This is an optimization exercise on Yosys and OpenROAD, whose aim is small area, a short achievable clock period and few clock cycles, not a production implementation.
Where RTL was checked, it was by simulation tests only, not by an equivalence proof against the original.
Function not checked in runs 1 to 4: the RTL went through the layout flow alone.
Power and IR drop assume default switching activity.

### flow/design.v
module huffman(clk, reset, gray_data, gray_valid, CNT_valid, CNT1, CNT2, CNT3, CNT4, CNT5, CNT6,
    code_valid, HC1, HC2, HC3, HC4, HC5, HC6, M1, M2, M3, M4, M5, M6);
input clk;
input reset;
input gray_valid;
input [2:0] gray_data;
output reg CNT_valid;
output [7:0] CNT1, CNT2, CNT3, CNT4, CNT5, CNT6;
output reg code_valid;
output [7:0] HC1, HC2, HC3, HC4, HC5, HC6;
output [7:0] M1, M2, M3, M4, M5, M6;
reg        rq;                   
reg        mg;                   
reg        ph;                   
reg [6:1]  sa, sb;               
reg [6:0]  w   [1:6];            
reg [5:1]  vr;                   
reg [5:1]  mem [2:6];            
reg [4:0]  hc  [1:6];            
reg [4:1]  m   [1:6];            
integer i, j;
wire [6:1] v = {1'b1, vr};
function inset;
	input integer i, s;
	begin
		inset = (s < i) ? mem[i][s] : 1'b0;
	end
endfunction
function lt7;
	input [6:0] a, b;
	integer n;
	reg br;
	begin
		br = 1'b0;
		for (n = 0; n < 7; n = n + 1)
			br = (~a[n] & b[n]) | (~a[n] & br) | (b[n] & br);
		lt7 = br;
	end
endfunction
reg [6:1] sm [1:6];
always @(*) begin
	for (i = 1; i <= 6; i = i + 1)
		sm[i][i] = 1'b0;
	for (i = 1; i <= 6; i = i + 1)
		for (j = i + 1; j <= 6; j = j + 1) begin
			sm[j][i] = v[i] && (!v[j] || lt7(w[i], w[j]));
			sm[i][j] = !sm[j][i];
		end
end
reg [6:1] r0, r1, dec;
always @(*) begin
	for (i = 1; i <= 6; i = i + 1) begin
		r0[i] = (sm[i] == 6'd0);
		r1[i] = (sm[i] != 6'd0) && ((sm[i] & (sm[i] - 6'd1)) == 6'd0);
		dec[i] = gray_valid && !reset && (gray_data == i);
	end
end
reg [6:0] wa, wb;
reg [6:1] sab, lo, in_a, in_ab, m0;
always @(*) begin
	wa = 7'd0;
	wb = 7'd0;
	sab = sa | sb;
	for (i = 1; i <= 6; i = i + 1) begin
		if (sa[i]) wa = wa | w[i];
		if (sb[i]) wb = wb | w[i];
		lo[i] = 1'b0;
		for (j = i + 1; j <= 6; j = j + 1)
			lo[i] = lo[i] | (sab[i] & sab[j]);
	end
	for (j = 1; j <= 6; j = j + 1) begin
		in_a[j]  = sa[j];
		in_ab[j] = sab[j];
		for (i = j + 1; i <= 6; i = i + 1) begin
			in_a[j]  = in_a[j]  | (sa[i]  & inset(i, j));
			in_ab[j] = in_ab[j] | (sab[i] & inset(i, j));
		end
	end
	for (i = 1; i <= 6; i = i + 1) begin
		m0[i] = !v[i];
		for (j = 1; j < i; j = j + 1)
			m0[i] = m0[i] | inset(i, j);
	end
end
wire [6:0] wsum = wa + wb + {6'd0, !mg};
wire wen = !mg || ph;
wire done = (vr == 5'd0);
assign CNT1 = {1'b0, w[1]};
assign CNT2 = {1'b0, w[2]};
assign CNT3 = {1'b0, w[3]};
assign CNT4 = {1'b0, w[4]};
assign CNT5 = {1'b0, w[5]};
assign CNT6 = {1'b0, w[6]};
assign HC1 = {3'd0, hc[1]};
assign HC2 = {3'd0, hc[2]};
assign HC3 = {3'd0, hc[3]};
assign HC4 = {3'd0, hc[4]};
assign HC5 = {3'd0, hc[5]};
assign HC6 = {3'd0, hc[6]};
assign M1 = {3'd0, m[1], 1'b1};
assign M2 = {3'd0, m[2], 1'b1};
assign M3 = {3'd0, m[3], 1'b1};
assign M4 = {3'd0, m[4], 1'b1};
assign M5 = {3'd0, m[5], 1'b1};
assign M6 = {3'd0, m[6], 1'b1};
always @(posedge clk) begin
	rq <= reset;
	if (reset) begin
		mg <= 1'b0;
		ph <= 1'b0;
	end else begin
		mg <= mg || (!gray_valid && sa != 6'd0);
		ph <= mg && !ph && !done;
	end
	CNT_valid <= !reset && !mg && !gray_valid && sa != 6'd0;
	code_valid <= !reset && mg && (done || (ph && vr == lo[5:1]));
	sa <= (mg && !reset) ? r0 : dec;
	sb <= (mg && !reset) ? r1 : 6'd0;
end
always @(posedge clk) begin
	for (i = 1; i <= 6; i = i + 1) begin
		if (rq)
			w[i] <= 7'd0;
		else if (wen && sab[i])
			w[i] <= wsum;
		if (i <= 5) begin
			if (rq)
				vr[i] <= 1'b1;
			else if (ph && lo[i])
				vr[i] <= 1'b0;
		end
		for (j = 1; j < i; j = j + 1)
			if (rq)
				mem[i][j] <= 1'b0;
			else if (ph && sab[i] && in_ab[j])
				mem[i][j] <= 1'b1;
		if (rq) begin
			m[i]  <= 4'd0;
			hc[i] <= 5'd0;
		end else if (ph && in_ab[i]) begin
			m[i]  <= m[i] | {m[i][3:1], m0[i]};
			hc[i] <= hc[i] | ({5{in_a[i]}} & {m[i][3:1], m0[i], 1'b1} & ~{m[i], m0[i]});
		end
	end
end
endmodule
### flow/flow/run.sh
#!/bin/bash
# The standard layout, with each port buffered by a plain buffer (buf_2) instead of the
# delay-cell buffer buffer_ports picks by default, and timing repair aimed at a 4 ns period.
# Full make output goes to flow.log here; each ORFS step's log is under orfs/logs/.
set -euo pipefail
export BUFFER_PORTS_ARGS="-buffer_cell sky130_fd_sc_hd__buf_2"
bash standard.sh SETUP_SLACK_MARGIN=5.0 finish > flow.log 2>&1
### flow/standard.sh
#!/bin/bash
# synth_recipe.tcl (not shown) runs the flow's synth.tcl, then flattens the netlist and writes it again
# the make line also repeats each setting of config.mk as NAME=value (left out here)
make -C /OpenROAD-flow-scripts/flow DESIGN_CONFIG=/design/flow/config.mk WORK_HOME=/design/flow/orfs CLKGATE_MAP_FILE= SYNTH_SCRIPT=/design/flow/synth_recipe.tcl "${@:-finish}"
### flow/config.mk
export PLATFORM = sky130hd
export DESIGN_NAME = huffman
export DESIGN_NICKNAME = huffman
export VERILOG_FILES = /design/flow/design.v
export SDC_FILE = /design/flow/constraint.sdc
export NUM_CORES = 4
export LEC_CHECK = 0
export ABC_CLOCK_PERIOD_IN_PS = 2800
export CAP_MARGIN = 20
export CORE_MARGIN = 2
export CORE_UTILIZATION = 40
export SLEW_MARGIN = 20
### flow/constraint.sdc
create_clock -name core_clock -period 9.0 [get_ports {clk}]
set_input_delay 1.8000 -clock core_clock [delete_from_list [all_inputs] [get_ports {clk}]]
set_output_delay 1.8000 -clock core_clock [all_outputs]
set_load 0.01 [all_outputs]
==> impl_metrics.ini, run 1 <==
[route]
ant_nets = 0
routed_wire_length_per_instance_um = 18.6
initial_drt_pass_iterations = 7
finalWirelength_mm = 24.8
num_vias = 7505
drt_drc_violations_left = 0
post_drt_via_cell_ratio = 5.63
dr.first_iter.drc_count = 785

[grt]
grt_util_met3_pct = 5.26
number_of_antenna_violations_at_the_first_check_in_global_routing = 0
number_of_global_route_vias_before_repair = 6718
largest_net_degree_at_the_start_of_global_routing = 87
grt-ovfl-total = 0
grt_use_met2_pct = 34.4
groute.usage.overall_pct = 24.0
global_route.peak_usage_layer = met1
first_pass_grt_wire_length_mm = 38.3
grtUsageMet1_pct = 34.8

[timing]
timing_max_transition_violations_final = 0
setup-violations-final = 0
worst_clock_skew_ns = 0.0115
max_clock_freq_ghz = 0.307
fin_crit_sh_pct = 36.2
final-hold-violation-count = 0
hold_ws_ns = 0.465
tightest_pin_transition_ns = 1.12
fin_tns_setup_ns = 0
worst_slew_margin_rel_pct = 24.7
period_minus_slack_ns = 3.26
rsz0062_at_grt = no

[worst_setup_path]
worst_ep_required_time_ns = 7.20
r2r-end = w[6][6]$_SDFFE_PP0P_
critPathSlowestCell = sky130_fd_sc_hd__dfxtp_1
critPathLaunchType = flip-flop
max_stage_delay_ns = 0.78
critPathKind = reg -> out
critPathTopFamily = flip-flops
worst_ep_arrival_time_ns = 1.46
cp_buf_inv_count = 1
worst_path_cell_trace = buf_2
critPathMaxFanout = 15
worst-r2r-setup-slack_ns = 5.76
r2r-start = sa[6]$_DFF_P_
number_of_logic_stages_on_the_critical_path_including_buffering = 1
worstSetupEndpointType = primary output
r2r_cells = 12

[die]
die_width_um = 143
die-area_um2 = 20500
fp-row-count = 50
die_height_um = 143
floorplan.initialDensity_pct = 41.0
io-pin-count = 152
placeableCoreArea_um2 = 18900

[synthesis]
synth_cell_types = 67
synth.area.top_cells = sky130_fd_sc_hd__dfxtp_1 (34%), sky130_fd_sc_hd__nor2_1 (7.9%), sky130_fd_sc_hd__a22oi_1 (4.8%), sky130_fd_sc_hd__buf_4 (4.6%), sky130_fd_sc_hd__a21oi_1 (4.3%)
library_cell_occupying_the_most_area_in_the_post_synthesis_netlist = sky130_fd_sc_hd__dfxtp_1
synth_top_cell_area_share_pct = 34.3
synth_ff_type = sky130_fd_sc_hd__dfxtp_1
synth_edf_count = 0
sequential_to_total_area_share_from_yosys_stat_pct = 34.3
synth_cells = 1005
ys_ff_latch = 133
synth-async-reset-ratio_pct = 0
post_syn_area_um2 = 7750
postSynthAreaPerCell_um2 = 7.72
yosysWarnings = 6

[finish]
layout.cells.most_common_list = sky130_fd_sc_hd__nor2_1 (164), sky130_fd_sc_hd__dfxtp_1 (132), sky130_fd_sc_hd__buf_2 (103)
proportion_of_layout_cells_with_a_drive_suffix_above_1_pct = 14.0
finalNetCount = 1073
final_area_um2 = 8750
antenna_cells_inserted = 0
area_delta_synth_final_pct = 12.8
final_cell_count_no_fill = 1333
final_core_util_pct = 46.3
most_common_library_cell_in_the_layout_ignoring_fill_and_taps = sky130_fd_sc_hd__nor2_1

[clock_network]
cts.path.max_buffers = 2
cts.hold.buffers_added = 0
cts_tree = done
path_clk_slew_ns = 0.06
ctsResizeCount = 0
post_cts.repair.setup_buffers = 0
clock_network_latency_to_the_later_pin_of_the_worst_skew_pair_ns = 0.41
htreeDepth = 4
cts_sinks = 133
clock_tree.root_cell = sky130_fd_sc_hd__clkbuf_16
numCtsBuffers = 17

[run]
cap_viol_max_count = 0

[status]
status = finished clean

[placed_design]
globalplace.congestion = 0.929
post-dp-hpwl_mm = 17.7
total_of_buffers_placed_on_input_and_output_ports = 103
dp_cells = 1301
dpl-instance-area_um2 = 8170

[pwr]
leak_pwr_nw = 3.51
power_per_cell_area_nw_per_um2 = 172
maximum_vdd_drop_v = 0.0000929

[hold_path]
hold_start = hc[4][2]$_SDFFE_PP0P_
hold_class = reg -> reg
hold_depth = 2
min_delay_endpoint = hc[4][2]$_SDFFE_PP0P_
[per-layer routing]
metal  part of all wire, %  up-vias
met5                     0        -
met4                   2.7        0
met3                   8.3       46
met2                    42      339
met1                    47     3548
li1                      -     3572
[logic make-up (layout without fill, tap and decap cells)]
| family | Yosys count | after routing | synth area share [%] |
|---|---|---|---|
| AOI/OAI and AO/OA | 286 | 286 | 25.0 |
| xor gates and xnor gates | 12 | 12 | 1.36 |
| adders and majority gates | 32 | 32 | 4.60 |
| buffers and inverters | 171 | 193 | 10.7 |
| DFF | 133 | 133 | 34.3 |
| muxes | 26 | 26 | 3.36 |
| other | 2 | 48 | 0.0968 |
| and+or+nand+nor | 343 | 343 | 20.6 |
[synth_stat cells, drive strengths merged, types with 5 or more instances]
master	instances
inv	56
mux2i	26
buf	51
o221ai	12
o31ai	6
and2	6
o22ai	10
nand2	49
nor2b	37
a211oi	22
or2	9
a21o	12
a31oi	33
dfxtp	133
a221oi	11
a21oi	67
ha	5
nand2b	26
maj3	25
nor4	5
o211ai	10
xnor2	8
o21ai	22
nand3	25
nor3	5
nor2	164
clkbuf	64
a22oi	50
[per-stage QoR]
stage               worst slack [ns]  power [mW]
floorplan                       6.18       0.803
global placement                5.86       0.837
detailed placement              5.81       0.838
CTS                             5.76        1.52
global route                    5.49        1.56
finish                          5.74        1.51
[state kept, by name, summed over array words and instances (netlist names)]
signal and cells:
vr 5, mem 15, hc 30, sb 6, sa 6, ph 1
CNT_valid 1, code_valid 1, m 24, rq 1, w 42, mg 1
[layout make-up]
| cell class | count | area [um2] |
|---|---|---|
| fill | 1894 | 10100 |
| clock inverter | 11 | 128 |
| inverter | 56 | 210 |
| clock buffer | 21 | 450 |
| sequential | 133 | 2670 |
| multi-input combinational | 747 | 4440 |
| timing repair buffer | 105 | 531 |
| tap | 260 | 325 |
[worst max path at each step]
stage / endpoint / from / slack (ns)
final: CNT1[6] / w[1][6]$_SDFFE_PP0P_ / 5.74
after global placement: w[6][6]$_SDFFE_PP0P_ / sa[6]$_DFF_P_ / 5.86
after floorplan: w[1][6]$_SDFFE_PP0P_ / sa[6]$_DFF_P_ / 6.18
after CTS: w[6][6]$_SDFFE_PP0P_ / sa[6]$_DFF_P_ / 5.76
after global routing: w[4][6]$_SDFFE_PP0P_ / sa[6]$_DFF_P_ / 5.49
after detailed placement: w[6][6]$_SDFFE_PP0P_ / sa[6]$_DFF_P_ / 5.81
[power by group]
group | internal, mW | switching (mW) | leakage, nW
Clock | 0.416 | 0.259 | 0.279
Combinational | 0.0791 | 0.126 | 2.16
Sequential | 0.597 | 0.0283 | 1.07
Total | 1.09 | 0.413 | 3.51
==> run 2: changes to the inputs <==
==> flow/flow/run.sh (replaced) <==
#!/bin/bash
# The standard layout, with each port buffered by a plain buffer (buf_2) instead of the
# delay-cell buffer buffer_ports picks by default, and timing repair aimed at a 2.8 ns period.
# Full make output goes to flow.log here; each ORFS step's log is under orfs/logs/.
set -euo pipefail
export BUFFER_PORTS_ARGS="-buffer_cell sky130_fd_sc_hd__buf_2"
bash standard.sh SETUP_SLACK_MARGIN=6.2 finish > flow.log 2>&1
==> run 2 against run 1 <==
Still clean on timing, DRC and antenna. Via count increased by 3.5%. First-iteration DRC count increased by 11%. Power increased by 1.6%. Worst hold slack got worse by 0.0042 ns. Global-route usage increased by 1.8 points. Count of clock-buffer cells in the layout increased by 3. Sequential power decreased by 3%. Synthesized cell count unchanged. Maximum frequency increased by 17%. Core utilization increased by 3.2 points. Critical path type unchanged. Largest cell class unchanged.
==> impl_metrics.ini, run 2 <==
[clock_network]
clock_tree.root_cell = sky130_fd_sc_hd__clkbuf_16
cts_tree = done
path_clk_slew_ns = 0.05
htreeDepth = 4
cts.hold.buffers_added = 0
numCtsBuffers = 17
cts_sinks = 133
cts.path.max_buffers = 2
clock_network_latency_to_the_later_pin_of_the_worst_skew_pair_ns = 0.42

[timing]
crit_path_setup_slack_layout_ns = 6.21
timing_max_transition_violations_final = 0
fin_crit_sh_pct = 31.0
final-hold-violation-count = 0
period_minus_slack_ns = 2.79
worst_clock_skew_ns = 0.0164
fin_tns_setup_ns = 0
tightest_pin_transition_ns = 1.08
worst_slew_margin_rel_pct = 27.4
rsz0062_at_grt = yes
setup-violations-final = 0
max_clock_freq_ghz = 0.358

[synthesis]
synth_ff_type = sky130_fd_sc_hd__dfxtp_1
library_cell_occupying_the_most_area_in_the_post_synthesis_netlist = sky130_fd_sc_hd__dfxtp_1
synth_edf_count = 0
synth_top_cell_area_share_pct = 34.3
yosysWarnings = 6
post_syn_area_um2 = 7750
ys_ff_latch = 133
ys_top_cells_by_count = sky130_fd_sc_hd__nor2_1 (164), sky130_fd_sc_hd__dfxtp_1 (133), sky130_fd_sc_hd__a21oi_1 (67)
post-synth-top-count-cell = sky130_fd_sc_hd__nor2_1
synth-async-reset-ratio_pct = 0
postSynthAreaPerCell_um2 = 7.72
synth_cells = 1005
synth_cell_types = 67
sequential_to_total_area_share_from_yosys_stat_pct = 34.3
synth.area.top_cells = sky130_fd_sc_hd__dfxtp_1 (34%), sky130_fd_sc_hd__nor2_1 (7.9%), sky130_fd_sc_hd__a22oi_1 (4.8%), sky130_fd_sc_hd__buf_4 (4.6%), sky130_fd_sc_hd__a21oi_1 (4.3%)

[placed_design]
dpl-instance-area_um2 = 8180
total_of_buffers_placed_on_input_and_output_ports = 103
post-dp-hpwl_mm = 17.5
post-place-ws_ns = 6.00
globalplace.congestion = 0.961

[die]
die_width_um = 143
die-area_um2 = 20500
placeableCoreArea_um2 = 18900
fp-row-count = 50
die_height_um = 143
floorplan.initialDensity_pct = 41.0
io-pin-count = 152

[worst_setup_path]
critPathSlowestCell = sky130_fd_sc_hd__dfxtp_4
critPathMaxFanout = 7
worst_path_cell_trace = buf_2
critPathLaunchType = flip-flop
worst_ep_required_time_ns = 7.20
worst_ep_arrival_time_ns = 0.99
critPathTopFamily = flip-flops
max_stage_delay_ns = 0.42
critPathKind = reg -> out
worstSetupEndpointType = primary output
cp_buf_inv_count = 1

[finish]
final_core_util_pct = 49.5
proportion_of_layout_cells_with_a_drive_suffix_above_1_pct = 23.9
layout.cells.most_common_list = sky130_fd_sc_hd__nor2_1 (164), sky130_fd_sc_hd__buf_2 (101), sky130_fd_sc_hd__a21oi_1 (65)
most_common_library_cell_in_the_layout_ignoring_fill_and_taps = sky130_fd_sc_hd__nor2_1
regMostFlops = w
largest_register_ff_count = 42
antenna_cells_inserted = 0
largest_registers = w: 42 flops, hc: 30 flops, m: 24 flops
final_area_um2 = 9350
fillCellCount = 1891
finalNetCount = 1112
area_delta_synth_final_pct = 20.5
layout.area.seq_um2 = 2880
combined_area_of_the_multi_input_logic_cells_um2 = 4480

[grt]
largest_net_degree_at_the_start_of_global_routing = 108
first_pass_grt_wire_length_mm = 40.4
number_of_global_route_vias_before_repair = 6969
grt-ovfl-total = 0
groute.usage.overall_pct = 25.8
number_of_antenna_violations_at_the_first_check_in_global_routing = 1

[route]
dr.first_iter.drc_count = 872
post_drt_via_cell_ratio = 5.66
finalWirelength_mm = 26.6
routed_wire_length_per_instance_um = 19.4
drt_drc_violations_left = 0
ant_nets = 0
initial_drt_pass_iterations = 8
num_vias = 7767

[status]
status = finished clean

[pwr]
power_per_cell_area_nw_per_um2 = 164
leak_pwr_nw = 3.81
maximum_vdd_drop_v = 0.000124
power_mw = 1.53

[hold_path]
hold_class = reg -> reg

[run]
cap_viol_max_count = 0
[run 2: cell counts after synthesis]
Identical to the previous run, type by type.
[run 2: worst paths after layout]
path,startpoint,endpoint,slack [ns],depth (start not counted)
setup / recovery,w[4][2]$_SDFFE_PP0P_,CNT4[2],6.21,1
hold / removal,hc[4][4]$_SDFFE_PP0P_,hc[4][4]$_SDFFE_PP0P_,0.46,2
setup reg to reg,sa[4]$_DFF_P_,w[4][6]$_SDFFE_PP0P_,6.23,12
hold reg to reg,hc[4][4]$_SDFFE_PP0P_,hc[4][4]$_SDFFE_PP0P_,0.46,2
[run 2: logic make-up after synthesis]
| group | count (synthesis) | share of synthesized area (%) |
|---|---|---|
| AOI/OAI and AO/OA | 286 | 25.0 |
| other | 2 | 0.0968 |
| buffers and inverters | 171 | 10.7 |
| DFF | 133 | 34.3 |
| muxes | 26 | 3.36 |
| and+or+nand+nor | 343 | 20.6 |
| xor gates and xnor gates | 12 | 1.36 |
| adders and majority gates | 32 | 4.60 |
[run 2: layout make-up]
type,instances,share of cell area [%]
clock buffers,24,5.05
well taps,260,3.48
inverters,56,2.25
repair buffers,144,9.16
multi-input cells,747,47.9
flip-flops and latches,133,30.8
clock inverters,8,1.34
[run 2: per-layer routing]
metal | GRT usage (%) | up-vias | wire length [um]
li1 | - | 3656 | -
met1 | 36.6 | 3630 | 11700
met2 | 36.3 | 408 | 11200
met3 | 7.95 | 73 | 2930
met4 | 9.91 | 0 | 866
met5 | 0 | - | 0
[run 2: per-stage QoR]
| step | hold WS [ns] | cells |
|---|---|---|
| floorplan | 0.469 | 1051 |
| global placement | 0.445 | 1302 |
| detailed placement | 0.449 | 1302 |
| CTS | 0.465 | 1362 |
| global route | 0.488 | 1372 |
| finish | 0.461 | 1372 |
[run 2: report_power, final]
group	switching [mW]	leakage (nW)	internal, mW
clock	0.249	0.288	0.450
sequential	0.0191	1.12	0.587
combinational	0.140	2.40	0.0859
total	0.408	3.81	1.12
[run 2: what timing repair did]
item                                    CTS  global route
endpoints found under the setup margin   63            45
setup buffers                            28            10
gates resized for setup                  97            35
pin swaps                                 0             2
gates cloned                              0             0
==> run 3: changes to the inputs <==
==> flow/flow/run.sh (replaced) <==
#!/bin/bash
# The standard layout, with each port buffered by a plain buffer (buf_2) instead of the
# delay-cell buffer buffer_ports picks by default, a clock tree of fewer, larger clusters
# without dummy loads, and timing repair aimed at a 2.8 ns period.
# Full make output goes to flow.log here; each ORFS step's log is under orfs/logs/.
set -euo pipefail
export BUFFER_PORTS_ARGS="-buffer_cell sky130_fd_sc_hd__buf_2"
export CTS_ARGS="-sink_clustering_enable -repair_clock_nets -sink_clustering_size 30 -sink_clustering_max_diameter 100 -buf_list sky130_fd_sc_hd__clkbuf_8 -dont_use_dummy_load"
bash standard.sh SETUP_SLACK_MARGIN=6.2 finish > flow.log 2>&1
==> run 3 against run 2 <==
Sequential share of layout area increased by 0.80 points. Combinational power increased by 5%. Critical path type unchanged. Die area unchanged. Count of clock-buffer cells in the layout decreased by 7.
==> impl_metrics.ini, run 3 <==
[worst_setup_path]
r2r-start = w[4][0]$_SDFFE_PP0P_
r2r-end = sb[6]$_SDFF_PN0_
critPathLaunchType = flip-flop
critPathKind = reg -> out
worst_ep_arrival_time_ns = 0.99
critPathMaxFanout = 2
worstSetupEndpointType = primary output
worst_ep_required_time_ns = 7.20
endpoint = CNT6[3]
r2r_cells = 9
worst-r2r-setup-slack_ns = 6.30
critPathLaunch = w[6][3]$_SDFFE_PP0P_

[finish]
largest_register_ff_count = 42
area_delta_synth_final_pct = 17.7
proportion_of_layout_cells_with_a_drive_suffix_above_1_pct = 25.0
final_cell_count_no_fill = 1369
combined_area_of_the_multi_input_logic_cells_um2 = 4510
layout.cells.most_common_list = sky130_fd_sc_hd__nor2_1 (164), sky130_fd_sc_hd__buf_2 (97), sky130_fd_sc_hd__a21oi_1 (64)
finalNetCount = 1123
largest_registers = w: 42 flops, hc: 30 flops, m: 24 flops
layout.area.seq_um2 = 2890
most_common_library_cell_in_the_layout_ignoring_fill_and_taps = sky130_fd_sc_hd__nor2_1
fillCellCount = 1935
regMostFlops = w

[die]
die_height_um = 143
die-area_um2 = 20500
fp-row-count = 50
io-pin-count = 152
floorplan.initialDensity_pct = 41.0
placeableCoreArea_um2 = 18900
die_width_um = 143

[route]
drt_drc_violations_left = 0
num_vias = 7822
dr.first_iter.drc_count = 1005
initial_drt_pass_iterations = 6
post_drt_via_cell_ratio = 5.71
ant_nets = 0
routed_wire_length_per_instance_um = 19.6
finalWirelength_mm = 26.8

[grt]
first_pass_grt_wire_length_mm = 40.8
number_of_antenna_violations_at_the_first_check_in_global_routing = 3
number_of_global_route_vias_before_repair = 7031
largest_net_degree_at_the_start_of_global_routing = 108
groute.usage.overall_pct = 26.2
grt-ovfl-total = 0

[synthesis]
synth_cell_types = 67
post-synth-top-count-cell = sky130_fd_sc_hd__nor2_1
postSynthAreaPerCell_um2 = 7.72
synth_top_cell_area_share_pct = 34.3
synth-async-reset-ratio_pct = 0
library_cell_occupying_the_most_area_in_the_post_synthesis_netlist = sky130_fd_sc_hd__dfxtp_1
sequential_to_total_area_share_from_yosys_stat_pct = 34.3
post_syn_area_um2 = 7750
ys_top_cells_by_count = sky130_fd_sc_hd__nor2_1 (164), sky130_fd_sc_hd__dfxtp_1 (133), sky130_fd_sc_hd__a21oi_1 (67)
synth_ff_type = sky130_fd_sc_hd__dfxtp_1
synth_cells = 1005
synth.area.top_cells = sky130_fd_sc_hd__dfxtp_1 (34%), sky130_fd_sc_hd__nor2_1 (7.9%), sky130_fd_sc_hd__a22oi_1 (4.8%), sky130_fd_sc_hd__buf_4 (4.6%), sky130_fd_sc_hd__a21oi_1 (4.3%)
ys_ff_latch = 133
synth_edf_count = 0
yosysWarnings = 6

[clock_network]
cts_sinks = 133
cts_tree = done
path_clk_slew_ns = 0.07
numCtsBuffers = 17
clock_network_latency_to_the_later_pin_of_the_worst_skew_pair_ns = 0.45
clock_tree.root_cell = sky130_fd_sc_hd__clkbuf_8
cts.hold.buffers_added = 0
cts.path.max_buffers = 2
htreeDepth = 4

[placed_design]
total_of_buffers_placed_on_input_and_output_ports = 103
globalplace.congestion = 0.961
post-dp-hpwl_mm = 17.5
dp_cells = 1302

[pwr]
maximum_vdd_drop_v = 0.0000986
power_per_cell_area_nw_per_um2 = 132
leak_pwr_nw = 3.72

[timing]
fin_crit_sh_pct = 31.0
max_clock_freq_ghz = 0.358
tightest_pin_transition_ns = 1.09
period_minus_slack_ns = 2.79
final-hold-violation-count = 0
timing_max_transition_violations_final = 0
rsz0062_at_grt = yes
setup-violations-final = 0
worst_clock_skew_ns = 0.0243
worst_slew_margin_rel_pct = 27.2
fin_tns_setup_ns = 0

[hold_path]
hold_class = reg -> reg

[run]
cap_viol_max_count = 0

[status]
status = finished clean
-- run 3: cell types whose count changed in the layout (fill, tap and decap cells not counted), moves of 2 or more --
| cell | before | now |
|---|---|---|
| sky130_fd_sc_hd__dfxtp_2 | 21 | 25 |
| sky130_fd_sc_hd__clkbuf_16 | 17 | 0 |
| sky130_fd_sc_hd__clkinv_4 | 2 | 0 |
| sky130_fd_sc_hd__buf_4 | 38 | 50 |
| sky130_fd_sc_hd__clkinv_2 | 2 | 0 |
| sky130_fd_sc_hd__bufinv_16 | 3 | 0 |
| sky130_fd_sc_hd__clkbuf_8 | 2 | 17 |
| sky130_fd_sc_hd__clkbuf_1 | 5 | 0 |
| sky130_fd_sc_hd__dfxtp_1 | 61 | 57 |
| sky130_fd_sc_hd__buf_2 | 101 | 97 |
| sky130_fd_sc_hd__buf_6 | 4 | 7 |
-- run 3: metrics by stage --
step / util (%) / instance area [um2] / hold WS, ns / setup slack (ns) / power (mW)
floorplan: - / 7940 / 0.469 / 6.27 / 0.803
global placement: 43.3 / 8180 / 0.445 / 6.02 / 0.836
detailed placement: 43.3 / 8180 / 0.449 / 6.00 / 0.837
CTS: 47.5 / 8970 / 0.468 / 6.10 / 1.20
global route: 48.3 / 9120 / 0.492 / 6.17 / 1.25
finish: 48.3 / 9130 / 0.464 / 6.21 / 1.20
-- run 3: cells by family (layout without fill, tap and decap cells) --
kind of cell             count (synthesis)  count (layout)  share of synthesized area [%]
buffers and inverters                  171             228                           10.7
multiplexers                            26              26                           3.36
AND/OR/NAND/NOR                        343             343                           20.6
other                                    2              49                         0.0968
adder cells (fa/ha/maj)                 32              32                           4.60
flip-flops                             133             133                           34.3
XOR/XNOR                                12              12                           1.36
AO/OA/AOI/OAI                          286             286                           25.0
-- run 3: repair_timing --
action                     in CTS  in global routing
setup endpoints to repair      79                 43
resized for setup             115                 32
pin swaps                       0                  4
setup buffers                  45                  4
-- run 3: cell type report --
cell class / instances / share of cell area (%)
Sequential cell: 133 / 31.6
Inverter: 56 / 2.30
Multi-Input combinational cell: 747 / 49.4
Timing Repair Buffer: 155 / 10.5
Clock buffer: 17 / 2.56
Antenna cell: 1 / 0.0274
Tap cell: 260 / 3.56
-- run 3: worst max-delay path, stage by stage, from the launching register on --
cell	delay (ns)
sky130_fd_sc_hd__dfxtp_2	0.32
sky130_fd_sc_hd__buf_6	0.13
sky130_fd_sc_hd__buf_6	0.11
-- run 3: how the worst min path moves through the flow --
stage	startpoint	slack, ns	cells past startpoint	endpoint
CTS	hc[4][4]$_SDFFE_PP0P_	0.47	2	hc[4][4]$_SDFFE_PP0P_
global placement	hc[4][4]$_SDFFE_PP0P_	0.44	2	hc[4][4]$_SDFFE_PP0P_
floorplan	mg$_SDFF_PP0_	0.47	1	CNT_valid$_DFF_P_
detailed placement	hc[6][3]$_SDFFE_PP0P_	0.45	2	hc[6][3]$_SDFFE_PP0P_
finish	hc[4][4]$_SDFFE_PP0P_	0.46	2	hc[4][4]$_SDFFE_PP0P_
global route	hc[4][4]$_SDFFE_PP0P_	0.49	2	hc[4][4]$_SDFFE_PP0P_
-- run 3: power by group --
group | leakage [nW] | switching, mW | internal [mW]
Combinational | 2.47 | 0.145 | 0.0931
Sequential | 1.13 | 0.0167 | 0.586
Clock | 0.122 | 0.195 | 0.166
Total | 3.72 | 0.356 | 0.844
-- run 3: metal layers --
| layer | GRT usage [%] | wire length [um] | up-vias |
|---|---|---|---|
| li1 | - | - | 3671 |
| met1 | 36.3 | 11700 | 3675 |
| met2 | 36.2 | 11200 | 402 |
| met3 | 9.02 | 2980 | 74 |
| met4 | 11.9 | 932 | 0 |
| met5 | 0 | 0 | - |
==> run 4: changes to the inputs <==
--- a/flow/flow/run.sh
+++ b/flow/flow/run.sh
@@ -5,5 +5,5 @@
 # Full make output goes to flow.log here; each ORFS step's log is under orfs/logs/.
 set -euo pipefail
 export BUFFER_PORTS_ARGS="-buffer_cell sky130_fd_sc_hd__buf_2"
-export CTS_ARGS="-sink_clustering_enable -repair_clock_nets -sink_clustering_size 30 -sink_clustering_max_diameter 100 -buf_list sky130_fd_sc_hd__clkbuf_8 -dont_use_dummy_load"
+export CTS_ARGS="-sink_clustering_enable -repair_clock_nets -sink_clustering_size 40 -sink_clustering_max_diameter 150 -buf_list sky130_fd_sc_hd__clkbuf_16 -dont_use_dummy_load"
 bash standard.sh SETUP_SLACK_MARGIN=6.2 finish > flow.log 2>&1
==> run 4 against run 3 <==
Count of clock-buffer cells in the layout is the same. Sequential share of layout area shrank 0.33 points. Wire length shrank 2.0%. Flip-flop and latch count is the same. Via count shrank 0.59%. Critical path type unchanged. Largest cell class unchanged.
==> impl_metrics.ini, run 4 <==
[die]
placeableCoreArea_um2 = 18900
die-area_um2 = 20500
fp-row-count = 50
die_width_um = 143
die_height_um = 143
floorplan.initialDensity_pct = 41.0
io-pin-count = 152

[route]
post_drt_via_cell_ratio = 5.72
finalWirelength_mm = 26.3
dr.first_iter.drc_count = 893
num_vias = 7776
routed_wire_length_per_instance_um = 19.3
ant_nets = 0
initial_drt_pass_iterations = 6
drt_drc_violations_left = 0

[finish]
largest_register_ff_count = 42
layout.cells.most_common_list = sky130_fd_sc_hd__nor2_1 (164), sky130_fd_sc_hd__buf_2 (100), sky130_fd_sc_hd__a21oi_1 (64)
most_common_library_cell_in_the_layout_ignoring_fill_and_taps = sky130_fd_sc_hd__nor2_1
fillCellCount = 1908
layout.area.seq_um2 = 2880
combined_area_of_the_multi_input_logic_cells_um2 = 4500
finalNetCount = 1113
regMostFlops = w
final_core_util_pct = 48.7
largest_registers = w: 42 flops, hc: 30 flops, m: 24 flops
final_area_um2 = 9200
proportion_of_layout_cells_with_a_drive_suffix_above_1_pct = 23.5
final_cell_count_no_fill = 1359
area_delta_synth_final_pct = 18.6

[timing]
fin_tns_setup_ns = 0
rsz0062_at_grt = no
worst_slew_margin_rel_pct = 28.5
final-hold-violation-count = 0
max_clock_freq_ghz = 0.361
tightest_pin_transition_ns = 1.07
fin_crit_sh_pct = 30.8
hold_ws_ns = 0.461
period_minus_slack_ns = 2.77
timing_max_transition_violations_final = 0
worst_clock_skew_ns = 0.0277
setup-violations-final = 0
crit_path_setup_slack_layout_ns = 6.23

[synthesis]
postSynthAreaPerCell_um2 = 7.72
synth_cells = 1005
synth.area.top_cells = sky130_fd_sc_hd__dfxtp_1 (34%), sky130_fd_sc_hd__nor2_1 (7.9%), sky130_fd_sc_hd__a22oi_1 (4.8%), sky130_fd_sc_hd__buf_4 (4.6%), sky130_fd_sc_hd__a21oi_1 (4.3%)
synth-async-reset-ratio_pct = 0
synth_cell_types = 67
synth_edf_count = 0
sequential_to_total_area_share_from_yosys_stat_pct = 34.3
ys_top_cells_by_count = sky130_fd_sc_hd__nor2_1 (164), sky130_fd_sc_hd__dfxtp_1 (133), sky130_fd_sc_hd__a21oi_1 (67)
library_cell_occupying_the_most_area_in_the_post_synthesis_netlist = sky130_fd_sc_hd__dfxtp_1
post_syn_area_um2 = 7750
yosysWarnings = 6
synth_ff_type = sky130_fd_sc_hd__dfxtp_1
ys_ff_latch = 133
post-synth-top-count-cell = sky130_fd_sc_hd__nor2_1
synth_top_cell_area_share_pct = 34.3

[pwr]
leak_pwr_nw = 3.74
switching_share_pct = 27.3
power_mw = 1.37
p_int_uw = 999
maximum_vdd_drop_v = 0.000124
p_clk_share_pct = 39.5
sequential_group_share_of_total_power_pct = 44.2
netSwitchingPower_uw = 375
comb_power_share_pct = 16.4
power_per_cell_area_nw_per_um2 = 149

[placed_design]
dpl-instance-area_um2 = 8180
total_of_buffers_placed_on_input_and_output_ports = 103
dp_cells = 1302
post-place-ws_ns = 6.00
post-dp-hpwl_mm = 17.5
globalplace.congestion = 0.961

[worst_setup_path]
worst_ep_arrival_time_ns = 0.97
critPathMaxFanout = 7
cp_buf_inv_count = 1
max_stage_delay_ns = 0.42
critPathSlowestCell = sky130_fd_sc_hd__dfxtp_4
worst_path_cell_trace = buf_2
critPathLaunchType = flip-flop
worst_ep_required_time_ns = 7.20
worstSetupEndpointType = primary output
worst-r2r-setup-slack_ns = 6.27
critPathTopFamily = flip-flops
critPathKind = reg -> out

[grt]
groute.usage.overall_pct = 25.5
largest_net_degree_at_the_start_of_global_routing = 108
number_of_global_route_vias_before_repair = 6945
first_pass_grt_wire_length_mm = 40.1
number_of_antenna_violations_at_the_first_check_in_global_routing = 2
grt-ovfl-total = 0

[clock_network]
clock_network_latency_to_the_later_pin_of_the_worst_skew_pair_ns = 0.42
cts_sinks = 133
htreeDepth = 4
path_clk_slew_ns = 0.05
cts.path.max_buffers = 2
clock_tree.root_cell = sky130_fd_sc_hd__clkbuf_16
cts_tree = done
numCtsBuffers = 17

[hold_path]
hold_class = reg -> reg

[status]
status = finished clean

[run]
cap_viol_max_count = 0
[run 4: cell count changes in the layout (fill, tap and decap cells not counted), sizes merged]
cell,change
buf,-10
[run 4: power by group through the flow]
| stage | Combinational (mW) | Sequential, mW | Clock, mW |
|---|---|---|---|
| after detailed placement | 0.203 | 0.634 | 0 |
| after CTS | 0.216 | 0.608 | 0.551 |
| final | 0.225 | 0.607 | 0.542 |
| after global placement | 0.202 | 0.634 | 0 |
| after global routing | 0.246 | 0.607 | 0.576 |
| after floorplan | 0.184 | 0.619 | 0 |
[run 4: metal layers]
metal	global-route usage (%)	up-vias	share of wire [%]	routed length (um)
li1	-	3646	-	-
met1	36.3	3621	44	11600
met2	35.9	431	42	11000
met3	7.24	78	10	2730
met4	10.3	0	3.6	957
met5	0	-	0	0
[run 4: logic make-up (layout without fill, tap and decap cells)]
group | count (synthesis) | after routing | synth area share [%]
flops | 133 | 133 | 34.3
simple gates | 343 | 343 | 20.6
mux | 26 | 26 | 3.36
other cells | 2 | 49 | 0.0968
buf+inv | 171 | 218 | 10.7
xor+xnor | 12 | 12 | 1.36
compound gates | 286 | 286 | 25.0
fa+ha+maj | 32 | 32 | 4.60
[run 4: cell type report]
class | count | area share [%]
inverter | 56 | 2.29
tap | 260 | 3.54
sequential | 133 | 31.3
antenna | 1 | 0.0272
clock buffer | 17 | 4.62
multi-input combinational | 747 | 48.9
timing repair buffer | 145 | 9.32
[run 4: path summary, 6_finish.rpt]
check,start,endpoint,cells past startpoint
max,w[4][2]$_SDFFE_PP0P_,CNT4[2],1
min,hc[4][4]$_SDFFE_PP0P_,hc[4][4]$_SDFFE_PP0P_,2
max reg2reg,sa[5]$_DFF_P_,w[2][6]$_SDFFE_PP0P_,10
min reg2reg,hc[4][4]$_SDFFE_PP0P_,hc[4][4]$_SDFFE_PP0P_,2
[run 4: what timing repair did]
action	4_1_cts	5_1_grt
gates resized for setup	94	41
pin swaps	0	2
buffers inserted	25	14
endpoints found under the setup margin	61	51
hold buffers	0	0
==> run 5: changes to the inputs <==
--- a/flow/design.v
+++ b/flow/design.v
@@ -14,12 +14,19 @@
 reg        ph;                   
 reg [6:1]  sa, sb;               
 reg [6:0]  w   [1:6];            
-reg [5:1]  vr;                   
 reg [5:1]  mem [2:6];            
 reg [4:0]  hc  [1:6];            
 reg [4:1]  m   [1:6];            
 integer i, j;
-wire [6:1] v = {1'b1, vr};
+reg  [6:1] v;                    
+always @(*) begin
+	v[6] = 1'b1;
+	for (i = 1; i <= 5; i = i + 1) begin
+		v[i] = 1'b1;
+		for (j = i + 1; j <= 6; j = j + 1)
+			v[i] = v[i] & !mem[j][i];
+	end
+end
 function inset;
 	input integer i, s;
 	begin
@@ -84,7 +91,7 @@
 end
 wire [6:0] wsum = wa + wb + {6'd0, !mg};
 wire wen = !mg || ph;
-wire done = (vr == 5'd0);
+wire done = (v[5:1] == 5'd0);
 assign CNT1 = {1'b0, w[1]};
 assign CNT2 = {1'b0, w[2]};
 assign CNT3 = {1'b0, w[3]};
@@ -113,7 +120,7 @@
 		ph <= mg && !ph && !done;
 	end
 	CNT_valid <= !reset && !mg && !gray_valid && sa != 6'd0;
-	code_valid <= !reset && mg && (done || (ph && vr == lo[5:1]));
+	code_valid <= !reset && mg && (done || (ph && v[5:1] == lo[5:1]));
 	sa <= (mg && !reset) ? r0 : dec;
 	sb <= (mg && !reset) ? r1 : 6'd0;
 end
@@ -123,12 +130,6 @@
 			w[i] <= 7'd0;
 		else if (wen && sab[i])
 			w[i] <= wsum;
-		if (i <= 5) begin
-			if (rq)
-				vr[i] <= 1'b1;
-			else if (ph && lo[i])
-				vr[i] <= 1'b0;
-		end
 		for (j = 1; j < i; j = j + 1)
 			if (rq)
 				mem[i][j] <= 1'b0;
--- a/flow/flow/run.sh
+++ b/flow/flow/run.sh
@@ -5,5 +5,5 @@
 # Full make output goes to flow.log here; each ORFS step's log is under orfs/logs/.
 set -euo pipefail
 export BUFFER_PORTS_ARGS="-buffer_cell sky130_fd_sc_hd__buf_2"
-export CTS_ARGS="-sink_clustering_enable -repair_clock_nets -sink_clustering_size 40 -sink_clustering_max_diameter 150 -buf_list sky130_fd_sc_hd__clkbuf_16 -dont_use_dummy_load"
+export CTS_ARGS="-sink_clustering_enable -repair_clock_nets -sink_clustering_size 30 -sink_clustering_max_diameter 100 -buf_list sky130_fd_sc_hd__clkbuf_8 -dont_use_dummy_load"
 bash standard.sh SETUP_SLACK_MARGIN=6.2 finish > flow.log 2>&1
==> run 5 against run 4 <==
Worst setup slack improved by 0.00093 ns. Design area fell by 0.88%. Largest cell class unchanged. Critical path type unchanged. Still clean on timing, DRC and antenna. Worst hold slack better by 0.0056 ns. Largest power group unchanged.
==> impl_metrics.ini, run 5 <==
[status]
status = finished clean

[pwr]
power_per_cell_area_nw_per_um2 = 130
leak_pwr_nw = 3.79
maximum_vdd_drop_v = 0.0000856

[finish]
largest_register_ff_count = 42
layout.cells.most_common_list = sky130_fd_sc_hd__nor2_1 (151), sky130_fd_sc_hd__buf_2 (100), sky130_fd_sc_hd__a21oi_1 (71)
combined_area_of_the_multi_input_logic_cells_um2 = 4490
finalNetCount = 1134
fillCellCount = 1893
antenna_cells_inserted = 0
final_area_um2 = 9120
largest_registers = w: 42 flops, hc: 30 flops, m: 24 flops
final_core_util_pct = 48.7
proportion_of_layout_cells_with_a_drive_suffix_above_1_pct = 27.0
area_delta_synth_final_pct = 19.7
layout.area.seq_um2 = 2830
most_common_library_cell_in_the_layout_ignoring_fill_and_taps = sky130_fd_sc_hd__nor2_1
regMostFlops = w

[timing]
final-hold-violation-count = 0
setup-violations-final = 0
max_clock_freq_ghz = 0.361
crit_path_setup_slack_layout_ns = 6.23
fin_tns_setup_ns = 0
period_minus_slack_ns = 2.77
rsz0062_at_grt = yes
tightest_pin_transition_ns = 1.16
fin_crit_sh_pct = 30.8
worst_clock_skew_ns = 0.0255
timing_max_transition_violations_final = 0
worst_slew_margin_rel_pct = 22.6

[synthesis]
post_syn_area_um2 = 7620
synth.area.top_cells = sky130_fd_sc_hd__dfxtp_1 (34%), sky130_fd_sc_hd__nor2_1 (7.4%), sky130_fd_sc_hd__a21oi_1 (4.9%), sky130_fd_sc_hd__buf_4 (4.7%), sky130_fd_sc_hd__a22oi_1 (4.3%)
postSynthAreaPerCell_um2 = 7.64
synth-async-reset-ratio_pct = 0
synth_cells = 997
sequential_to_total_area_share_from_yosys_stat_pct = 33.6
synth_ff_type = sky130_fd_sc_hd__dfxtp_1
library_cell_occupying_the_most_area_in_the_post_synthesis_netlist = sky130_fd_sc_hd__dfxtp_1
ys_ff_latch = 128
ys_top_cells_by_count = sky130_fd_sc_hd__nor2_1 (151), sky130_fd_sc_hd__dfxtp_1 (128), sky130_fd_sc_hd__a21oi_1 (74)
synth_top_cell_area_share_pct = 33.6
yosysWarnings = 6
post-synth-top-count-cell = sky130_fd_sc_hd__nor2_1
synth_cell_types = 68
synth_edf_count = 0

[clock_network]
clock_tree.root_cell = sky130_fd_sc_hd__clkbuf_8
htreeDepth = 4
path_clk_slew_ns = 0.07
numCtsBuffers = 17
cts_tree = done
cts.hold.buffers_added = 0
clock_network_latency_to_the_later_pin_of_the_worst_skew_pair_ns = 0.45
cts_sinks = 128
cts.path.max_buffers = 2

[route]
dr.first_iter.drc_count = 802
post_drt_via_cell_ratio = 5.81
initial_drt_pass_iterations = 5
drt_drc_violations_left = 0
ant_nets = 0
num_vias = 7867
finalWirelength_mm = 26.3
routed_wire_length_per_instance_um = 19.4

[hold_path]
min_delay_endpoint = hc[1][3]$_SDFFE_PP0P_
hold_depth = 2
hold_start = hc[1][3]$_SDFFE_PP0P_
hold_class = reg -> reg

[worst_setup_path]
critPathKind = reg -> out
critPathLaunchType = flip-flop
max_stage_delay_ns = 0.39
r2r-start = w[5][0]$_SDFFE_PP0P_
r2r-end = sa[5]$_DFF_P_
worstSetupEndpointType = primary output
worst_ep_required_time_ns = 7.20
worst_path_cell_trace = buf_2
critPathMaxFanout = 9
critPathLaunch = w[1][0]$_SDFFE_PP0P_
critPathSlowestCell = sky130_fd_sc_hd__dfxtp_4
r2r_cells = 8
worst_ep_arrival_time_ns = 0.97
cp_buf_inv_count = 1
worst-r2r-setup-slack_ns = 6.31
critPathTopFamily = flip-flops

[placed_design]
globalplace.congestion = 0.926
dpl-instance-area_um2 = 8020
total_of_buffers_placed_on_input_and_output_ports = 103
post-dp-hpwl_mm = 17.1
post-place-ws_ns = 5.84

[die]
io-pin-count = 152
die_height_um = 142
die_width_um = 142
die-area_um2 = 20200
fp-row-count = 50
placeableCoreArea_um2 = 18700
floorplan.initialDensity_pct = 40.7

[run]
cap_viol_max_count = 0

[grt]
first_pass_grt_wire_length_mm = 40.8
largest_net_degree_at_the_start_of_global_routing = 79
grt-ovfl-total = 0
number_of_global_route_vias_before_repair = 7352
groute.usage.overall_pct = 25.9
number_of_antenna_violations_at_the_first_check_in_global_routing = 0
-- run 5: cell count changes after synthesis, moves of 6 or more --
cell / before / now
sky130_fd_sc_hd__a21oi_1: 67 / 74
sky130_fd_sc_hd__a22oi_1: 50 / 44
sky130_fd_sc_hd__maj3_2: 3 / 11
sky130_fd_sc_hd__nor2_1: 164 / 151
sky130_fd_sc_hd__nor2b_1: 37 / 30
sky130_fd_sc_hd__nor3_1: 5 / 20
sky130_fd_sc_hd__o221ai_1: 12 / 6
-- run 5: power by group --
part | switching [mW] | total, mW | internal, mW
combinational | 0.148 | 0.245 | 0.0975
sequential | 0.0194 | 0.579 | 0.560
clock | 0.195 | 0.360 | 0.165
total | 0.362 | 1.18 | 0.823
-- run 5: cells by family after synthesis --
group                      synth area share (%)
other                                    0.0986
DFF                                        33.6
and+or+nand+nor                            21.1
muxes                                      2.76
buffers and inverters                      11.0
AOI/OAI and AO/OA                          24.4
adders and majority gates                  5.60
xor gates and xnor gates                   1.49
-- run 5: area by class of cell --
class / count / share of cell area [%]
well taps: 234 / 3.21
flip-flops and latches: 128 / 31.0
inverters: 60 / 2.47
multi-input cells: 741 / 49.2
repair buffers: 173 / 11.6
clock buffers: 17 / 2.57
-- run 5: repair_timing --
item                                    in CTS  in global routing
endpoints found under the setup margin      90                 57
gates cloned                                 0                  0
setup buffers                               40                 28
resized for setup                          124                 37
pin swaps                                    1                  7
-- run 5: stage by stage --
| stage | std cells | power [mW] | hold WS, ns |
|---|---|---|---|
| global placement | 1268 | 0.824 | 0.444 |
| CTS | 1325 | 1.18 | 0.472 |
| floorplan | 1043 | 0.778 | 0.465 |
| global route | 1353 | 1.23 | 0.495 |
| detailed placement | 1268 | 0.821 | 0.455 |
| finish | 1353 | 1.18 | 0.467 |
-- run 5: routing by layer --
layer / up-vias / track usage, % / wire (um)
li1: 3663 / - / -
met1: 3730 / 35.2 / 11500
met2: 414 / 39.7 / 11700
met3: 60 / 5.55 / 2340
met4: 0 / 11.3 / 744
met5: - / 0 / 0
-- run 5: worst max path at each step --
stage                                       to  slack, ns  cells after the start
after floorplan               sb[5]$_SDFF_PN0_       6.24                      6
after global placement    w[6][6]$_SDFFE_PP0P_       5.89                     12
after detailed placement  w[6][6]$_SDFFE_PP0P_       5.84                     12
after CTS                              CNT3[5]       6.10                      1
after global routing      w[6][6]$_SDFFE_PP0P_       6.13                     12
final                                  CNT1[0]       6.23                      1
Testbench counts of run 5, summed over its fixed seeds: cycles 27,112.
==> run 6: changes to the inputs <==
--- a/flow/flow/run.sh
+++ b/flow/flow/run.sh
@@ -5,5 +5,5 @@
 # Full make output goes to flow.log here; each ORFS step's log is under orfs/logs/.
 set -euo pipefail
 export BUFFER_PORTS_ARGS="-buffer_cell sky130_fd_sc_hd__buf_2"
-export CTS_ARGS="-sink_clustering_enable -repair_clock_nets -sink_clustering_size 30 -sink_clustering_max_diameter 100 -buf_list sky130_fd_sc_hd__clkbuf_8 -dont_use_dummy_load"
+export CTS_ARGS="-sink_clustering_enable -repair_clock_nets -sink_clustering_size 30 -sink_clustering_max_diameter 100 -root_buf sky130_fd_sc_hd__clkbuf_16 -buf_list sky130_fd_sc_hd__clkbuf_4 -dont_use_dummy_load"
 bash standard.sh SETUP_SLACK_MARGIN=6.2 finish > flow.log 2>&1
==> run 6 against run 5 <==
Largest cell class unchanged. Critical path type unchanged. Power is 7.1% lower. Cell count decreased by 2.7%. Design area is 5.0% lower. First-iteration DRC count decreased by 21%. Highest routed layer unchanged. Global-route usage decreased by 0.96 points. Via count down 3.2%. Non-clock buffer count decreased by 37. Worst hold slack gained 0.0091 ns. Count of clock-buffer cells in the layout stayed put. Still clean.
==> impl_metrics.ini, run 6 <==
[worst_setup_path]
number_of_logic_stages_on_the_critical_path_including_buffering = 1
cp_buf_inv_count = 1
critPathTopFamily = flip-flops
worst_ep_arrival_time_ns = 0.97
critPathMaxFanout = 13
critPathKind = reg -> out
r2r_cells = 8
critPathSlowestCell = sky130_fd_sc_hd__dfxtp_4
critPathLaunchType = flip-flop
worst_path_cell_trace = buf_2
max_stage_delay_ns = 0.45
worst_ep_required_time_ns = 7.20
worstSetupEndpointType = primary output

[finish]
regMostFlops = w
antenna_cells_inserted = 0
final_cell_count_no_fill = 1316
layout.cells.most_common_list = sky130_fd_sc_hd__nor2_1 (151), sky130_fd_sc_hd__buf_2 (103), sky130_fd_sc_hd__a21oi_1 (72)
proportion_of_layout_cells_with_a_drive_suffix_above_1_pct = 23.7
most_common_library_cell_in_the_layout_ignoring_fill_and_taps = sky130_fd_sc_hd__nor2_1
largest_registers = w: 42 flops, hc: 30 flops, m: 24 flops
finalNetCount = 1097
area_delta_synth_final_pct = 13.7
largest_register_ff_count = 42

[pwr]
power_per_cell_area_nw_per_um2 = 127
comb_power_share_pct = 20.5
power_mw = 1.10
p_clk_share_pct = 25.7
sequential_group_share_of_total_power_pct = 53.8
maximum_vdd_drop_v = 0.0000833
netSwitchingPower_uw = 343
switching_share_pct = 31.1
p_int_uw = 757
leak_pwr_nw = 3.54

[clock_network]
cts_sinks = 128
clock_network_latency_to_the_later_pin_of_the_worst_skew_pair_ns = 0.37
path_clk_slew_ns = 0.11
cts.path.max_buffers = 2
cts_tree = done
clock_tree.root_cell = sky130_fd_sc_hd__clkbuf_16
numCtsBuffers = 17
htreeDepth = 4

[grt]
number_of_global_route_vias_before_repair = 7090
largest_net_degree_at_the_start_of_global_routing = 79
groute.usage.overall_pct = 25.0
first_pass_grt_wire_length_mm = 39.6
grt-ovfl-total = 0
number_of_antenna_violations_at_the_first_check_in_global_routing = 0

[synthesis]
synth-async-reset-ratio_pct = 0
synth_ff_type = sky130_fd_sc_hd__dfxtp_1
synth_cell_types = 68
post-synth-top-count-cell = sky130_fd_sc_hd__nor2_1
post_syn_area_um2 = 7620
library_cell_occupying_the_most_area_in_the_post_synthesis_netlist = sky130_fd_sc_hd__dfxtp_1
postSynthAreaPerCell_um2 = 7.64
ys_ff_latch = 128
synth_cells = 997
synth_top_cell_area_share_pct = 33.6
sequential_to_total_area_share_from_yosys_stat_pct = 33.6
synth_edf_count = 0
ys_top_cells_by_count = sky130_fd_sc_hd__nor2_1 (151), sky130_fd_sc_hd__dfxtp_1 (128), sky130_fd_sc_hd__a21oi_1 (74)
synth.area.top_cells = sky130_fd_sc_hd__dfxtp_1 (34%), sky130_fd_sc_hd__nor2_1 (7.4%), sky130_fd_sc_hd__a21oi_1 (4.9%), sky130_fd_sc_hd__buf_4 (4.7%), sky130_fd_sc_hd__a22oi_1 (4.3%)
yosysWarnings = 6

[placed_design]
dp_cells = 1268
post-dp-hpwl_mm = 17.1
globalplace.congestion = 0.926
total_of_buffers_placed_on_input_and_output_ports = 103

[timing]
final-hold-violation-count = 0
worst_slew_margin_rel_pct = 26.6
fin_tns_setup_ns = 0
worst_clock_skew_ns = 0.0378
tightest_pin_transition_ns = 1.10
rsz0062_at_grt = yes
period_minus_slack_ns = 2.77
fin_crit_sh_pct = 30.8
max_clock_freq_ghz = 0.361
timing_max_transition_violations_final = 0
setup-violations-final = 0

[hold_path]
hold_depth = 2
hold_class = reg -> reg

[die]
io-pin-count = 152
die-area_um2 = 20200
die_width_um = 142
die_height_um = 142
fp-row-count = 50
floorplan.initialDensity_pct = 40.7
placeableCoreArea_um2 = 18700

[status]
status = finished clean

[run]
cap_viol_max_count = 0

[route]
post_drt_via_cell_ratio = 5.79
dr.first_iter.drc_count = 632
initial_drt_pass_iterations = 6
routed_wire_length_per_instance_um = 19.2
topRoutingLayerUsed = met4
detailroute.wirelength.met2_mm = 11.6
ant_nets = 0
finalWirelength_mm = 25.3
num_vias = 7614
met1Wirelength_mm = 10.8
met3WireLength_mm = 2.33
drt_drc_violations_left = 0
## run 6: cell counts after synthesis
No cell type changed its count.
## run 6: power by group through the flow
stage | combinational, mW | clock, mW | sequential [mW]
after floorplan | 0.181 | 0 | 0.597
after global placement | 0.208 | 0 | 0.615
after detailed placement | 0.206 | 0 | 0.615
after CTS | 0.215 | 0.294 | 0.592
after global routing | 0.244 | 0.312 | 0.593
final | 0.225 | 0.283 | 0.592
## run 6: path summary, 6_finish.rpt
path	start	endpoint	slack, ns
setup / recovery	w[2][6]$_SDFFE_PP0P_	CNT2[6]	6.23
hold / removal	hc[1][3]$_SDFFE_PP0P_	hc[1][3]$_SDFFE_PP0P_	0.48
hold reg to reg	hc[1][3]$_SDFFE_PP0P_	hc[1][3]$_SDFFE_PP0P_	0.48
setup reg to reg	w[5][0]$_SDFFE_PP0P_	sa[5]$_DFF_P_	6.29
## run 6: tightest hold or removal path: cells and delay by family (launching register included)
family	cells	cell delay, ns
compound gates	1	0.04
simple gates	1	0.07
flops	1	0.34
## run 6: per-stage QoR
stage / hold WS [ns] / instance area [um2] / utilization (%) / worst slack (ns)
floorplan: 0.465 / 7800 / - / 6.24
global placement: 0.444 / 8020 / 42.9 / 5.89
detailed placement: 0.455 / 8020 / 42.9 / 5.84
CTS: 0.480 / 8410 / 44.9 / 6.20
global route: 0.501 / 8660 / 46.3 / 6.14
finish: 0.476 / 8660 / 46.3 / 6.23
## run 6: cell families after synthesis
logic type / count (synthesis) / share of synthesized area, %
muxes: 21 / 2.76
and+or+nand+nor: 345 / 21.1
AOI/OAI and AO/OA: 276 / 24.4
DFF: 128 / 33.6
adders and majority gates: 38 / 5.60
xor gates and xnor gates: 13 / 1.49
other: 2 / 0.0986
buffers and inverters: 174 / 11.0
## run 6: area by class of cell
class	count	area (um2)
Fill cell	1934	10000
Multi-Input combinational cell	741	4480
Sequential cell	128	2760
Timing Repair Buffer	136	763
Tap cell	234	293
Inverter	60	225
Clock buffer	17	145
## run 6: repair_timing
item | CTS | global route
hold buffers | 0 | 0
resized for setup | 90 | 37
buffers inserted | 11 | 20
pin swaps | 2 | 7
hold endpoints to repair | 0 | 0
endpoints found under the setup margin | 72 | 52
## run 6: routing by layer
| layer | vias to the layer above | GRT usage (%) |
|---|---|---|
| met5 | - | 0 |
| met4 | 0 | 10.2 |
| met3 | 47 | 5.82 |
| met2 | 425 | 39.0 |
| met1 | 3543 | 33.3 |
| li1 | 3599 | - |
==> run 7: changes to the inputs <==
==> flow/flow/run.sh (replaced) <==
#!/bin/bash
# The standard layout, with each port buffered by a plain buffer (buf_2) instead of the
# delay-cell buffer buffer_ports picks by default, a clock tree of fewer, larger clusters
# without dummy loads, and timing repair aimed at a 2.8 ns period.
# Full make output goes to flow.log here; each ORFS step's log is under orfs/logs/.
set -euo pipefail
export BUFFER_PORTS_ARGS="-buffer_cell sky130_fd_sc_hd__buf_2"
export CTS_ARGS="-sink_clustering_enable -repair_clock_nets -sink_clustering_size 30 -sink_clustering_max_diameter 100 -root_buf sky130_fd_sc_hd__clkbuf_16 -buf_list {sky130_fd_sc_hd__clkbuf_4 sky130_fd_sc_hd__clkbuf_8} -dont_use_dummy_load"
bash standard.sh SETUP_SLACK_MARGIN=6.2 finish > flow.log 2>&1
--- a/flow/config.mk
+++ b/flow/config.mk
@@ -8,5 +8,5 @@
 export ABC_CLOCK_PERIOD_IN_PS = 2800
 export CAP_MARGIN = 20
 export CORE_MARGIN = 2
-export CORE_UTILIZATION = 40
+export CORE_UTILIZATION = 65
 export SLEW_MARGIN = 20
==> run 7 against run 6 <==
Still clean. Combinational power is 2% lower. Synthesized cell count stayed put. Global-route usage is 11 points higher. Cell count fell by 8.7%. Sequential share of layout area rose by 0.37 points. Critical path type unchanged. Critical endpoint is now CNT6[3]. Largest cell class unchanged.
==> impl_metrics.ini, run 7 <==
[status]
status = finished clean

[synthesis]
post_syn_area_um2 = 7620
synth_ff_type = sky130_fd_sc_hd__dfxtp_1
synth.area.top_cells = sky130_fd_sc_hd__dfxtp_1 (34%), sky130_fd_sc_hd__nor2_1 (7.4%), sky130_fd_sc_hd__a21oi_1 (4.9%), sky130_fd_sc_hd__buf_4 (4.7%), sky130_fd_sc_hd__a22oi_1 (4.3%)
library_cell_occupying_the_most_area_in_the_post_synthesis_netlist = sky130_fd_sc_hd__dfxtp_1
ys_ff_latch = 128
synth_cells = 997
yosysWarnings = 6
synth-async-reset-ratio_pct = 0
synth_cell_types = 68
sequential_to_total_area_share_from_yosys_stat_pct = 33.6
postSynthAreaPerCell_um2 = 7.64
synth_edf_count = 0
ys_top_cells_by_count = sky130_fd_sc_hd__nor2_1 (151), sky130_fd_sc_hd__dfxtp_1 (128), sky130_fd_sc_hd__a21oi_1 (74)
synth_top_cell_area_share_pct = 33.6
post-synth-top-count-cell = sky130_fd_sc_hd__nor2_1

[finish]
final_core_util_pct = 73.9
finalNetCount = 1073
most_common_library_cell_in_the_layout_ignoring_fill_and_taps = sky130_fd_sc_hd__nor2_1
largest_register_ff_count = 42
largest_registers = w: 42 flops, hc: 30 flops, m: 24 flops
proportion_of_layout_cells_with_a_drive_suffix_above_1_pct = 20.9
antenna_cells_inserted = 0
layout.cells.most_common_list = sky130_fd_sc_hd__nor2_1 (151), sky130_fd_sc_hd__buf_2 (103), sky130_fd_sc_hd__dfxtp_1 (73)
regMostFlops = w
area_delta_synth_final_pct = 10.7

[route]
dr.first_iter.drc_count = 1007
ant_nets = 0
initial_drt_pass_iterations = 6
num_vias = 7555
routed_wire_length_per_instance_um = 19.0
drt_drc_violations_left = 0
post_drt_via_cell_ratio = 6.29
finalWirelength_mm = 22.8

[timing]
tightest_pin_transition_ns = 1.13
max_clock_freq_ghz = 0.356
period_minus_slack_ns = 2.81
worst_clock_skew_ns = 0.0268
setup-violations-final = 0
worst_slew_margin_rel_pct = 24.3
timing_max_transition_violations_final = 0
final-hold-violation-count = 0
rsz0062_at_grt = yes
fin_crit_sh_pct = 31.2
fin_tns_setup_ns = 0
hold_ws_ns = 0.463

[pwr]
maximum_vdd_drop_v = 0.000147
power_per_cell_area_nw_per_um2 = 141
leak_pwr_nw = 3.45

[worst_setup_path]
cp_buf_inv_count = 1
worst_ep_arrival_time_ns = 1.01
worst_ep_required_time_ns = 7.20
critPathMaxFanout = 9
critPathTopFamily = flip-flops
critPathSlowestCell = sky130_fd_sc_hd__dfxtp_2
worst_path_cell_trace = buf_2
critPathKind = reg -> out
worstSetupEndpointType = primary output
max_stage_delay_ns = 0.46
critPathLaunchType = flip-flop

[grt]
grt-ovfl-total = 0
number_of_global_route_vias_before_repair = 6682
number_of_antenna_violations_at_the_first_check_in_global_routing = 0
first_pass_grt_wire_length_mm = 35.8
largest_net_degree_at_the_start_of_global_routing = 99
groute.usage.overall_pct = 35.6

[clock_network]
cts_sinks = 128
cts.hold.buffers_added = 0
path_clk_slew_ns = 0.07
htreeDepth = 4
clock_tree.root_cell = sky130_fd_sc_hd__clkbuf_16
clock_network_latency_to_the_later_pin_of_the_worst_skew_pair_ns = 0.38
cts.path.max_buffers = 2
cts_tree = done
numCtsBuffers = 17

[die]
placeableCoreArea_um2 = 11400
io-pin-count = 152
fp-row-count = 39
die-area_um2 = 12600
floorplan.initialDensity_pct = 66.7
die_height_um = 112
die_width_um = 112

[placed_design]
total_of_buffers_placed_on_input_and_output_ports = 103
post-dp-hpwl_mm = 15.7
globalplace.congestion = 1.06

[hold_path]
hold_class = reg -> reg

[run]
cap_viol_max_count = 0
==> run 7: cell types whose count changed in the layout (fill, tap and decap cells not counted), sizes merged <==
cell  previous run  this run
buf            136       112
==> run 7: through the flow <==
step                      instance area [um2]  instances  power [mW]  worst slack [ns]
final                                    8440       1201        1.19              6.19
after global routing                     8440       1201        1.23              6.16
after CTS                                8290       1195        1.18              6.20
after detailed placement                 7900       1177       0.815              5.88
after global placement                   7900       1177       0.814              5.95
after floorplan                          7800       1043       0.778              6.24
==> run 7: layout make-up <==
class,instances,area (um2)
multi-input cells,741,4490
well taps,143,179
fillers,988,2980
inverters,60,225
flip-flops and latches,128,2720
repair buffers,112,583
clock buffers,17,245
==> run 7: worst reg2reg max path, cell delays in order (launching register included) <==
cell and delay [ns]:
sky130_fd_sc_hd__dfxtp_2 0.42, sky130_fd_sc_hd__inv_1 0.10, sky130_fd_sc_hd__maj3_1 0.42, sky130_fd_sc_hd__maj3_1 0.38, sky130_fd_sc_hd__maj3_2 0.36, sky130_fd_sc_hd__a21oi_4 0.25
sky130_fd_sc_hd__o21ai_1 0.12, sky130_fd_sc_hd__nand2b_1 0.21, sky130_fd_sc_hd__o21ai_0 0.16, sky130_fd_sc_hd__o211a_1 0.17
==> run 7: layer usage <==
layer  wire length, um  track usage (%)  vias to the layer above
li1                  -                -                     3531
met1              9570             50.6                     3457
met2              9840             53.0                      493
met3              2660             7.61                       74
met4               718             14.4                        0
met5                 0                0                        -
==> run 7: cells by family after synthesis <==
family	after synthesis	share of synthesized area (%)
flops	128	33.6
buf+inv	174	11.0
simple gates	345	21.1
compound gates	276	24.4
xor+xnor	13	1.49
mux	21	2.76
fa+ha+maj	38	5.60
other cells	2	0.0986
==> run 7: path summary, 6_finish.rpt <==
kind	from	cells past startpoint	slack (ns)	to
min reg2reg	hc[1][4]$_SDFFE_PP0P_	2	0.46	hc[1][4]$_SDFFE_PP0P_
max reg2reg	w[1][1]$_SDFFE_PP0P_	9	6.32	sb[3]$_SDFF_PN0_
min	hc[1][4]$_SDFFE_PP0P_	2	0.46	hc[1][4]$_SDFFE_PP0P_
max	w[6][3]$_SDFFE_PP0P_	1	6.19	CNT6[3]
==> run 7: report_power, final <==
group | internal (mW) | total [mW] | switching (mW)
combinational | 0.0869 | 0.220 | 0.133
sequential | 0.568 | 0.593 | 0.0251
clock | 0.177 | 0.372 | 0.195
total | 0.832 | 1.19 | 0.353
==> run 7: what timing repair did <==
action,4_1_cts,5_1_grt
pin swaps,1,5
gates resized for setup,79,26
buffers inserted,1,6
cloned,0,0
setup endpoints to repair,58,35

-- static timing again, ports no longer ideal --
Ports are ideal in the flow. The routed layouts listed here were re-timed in OpenROAD. Step 1 sets driving cells, clkbuf_16 on the clock port and buf_2 on the other inputs (assumed; they add their load-dependent delay and slew). Step 2 times the ports against the registers' clock, not the clock port: input delays grow and output delays shrink by t, the midpoint of the rising clock arrivals with the driver on. Slacks: ideal / step 1 / step 2; pairs: ideal / step 1.
run	t (ns)	setup slack, ns	slew at the worst register clock pin (ns)
run 1	0.448	5.745 / 5.705 / 5.763	0.06 / 0.06
run 2	0.463	6.210 / 6.164 / 5.904	0.06 / 0.06
run 3	0.476	6.210 / 6.170 / 5.949	0.07 / 0.07
run 4	0.454	6.230 / 6.186 / 5.951	0.06 / 0.06
run 5	0.474	6.231 / 6.197 / 5.965	0.08 / 0.08
run 6	0.394	6.227 / 6.184 / 5.969	0.12 / 0.12
run 7	0.405	6.193 / 6.150 / 5.961	0.07 / 0.07
After both steps setup and hold are still met in every run listed. The setup slack of run 2, which loses most, moves by -0.046 ns with the drivers and by -0.306 ns with both steps.
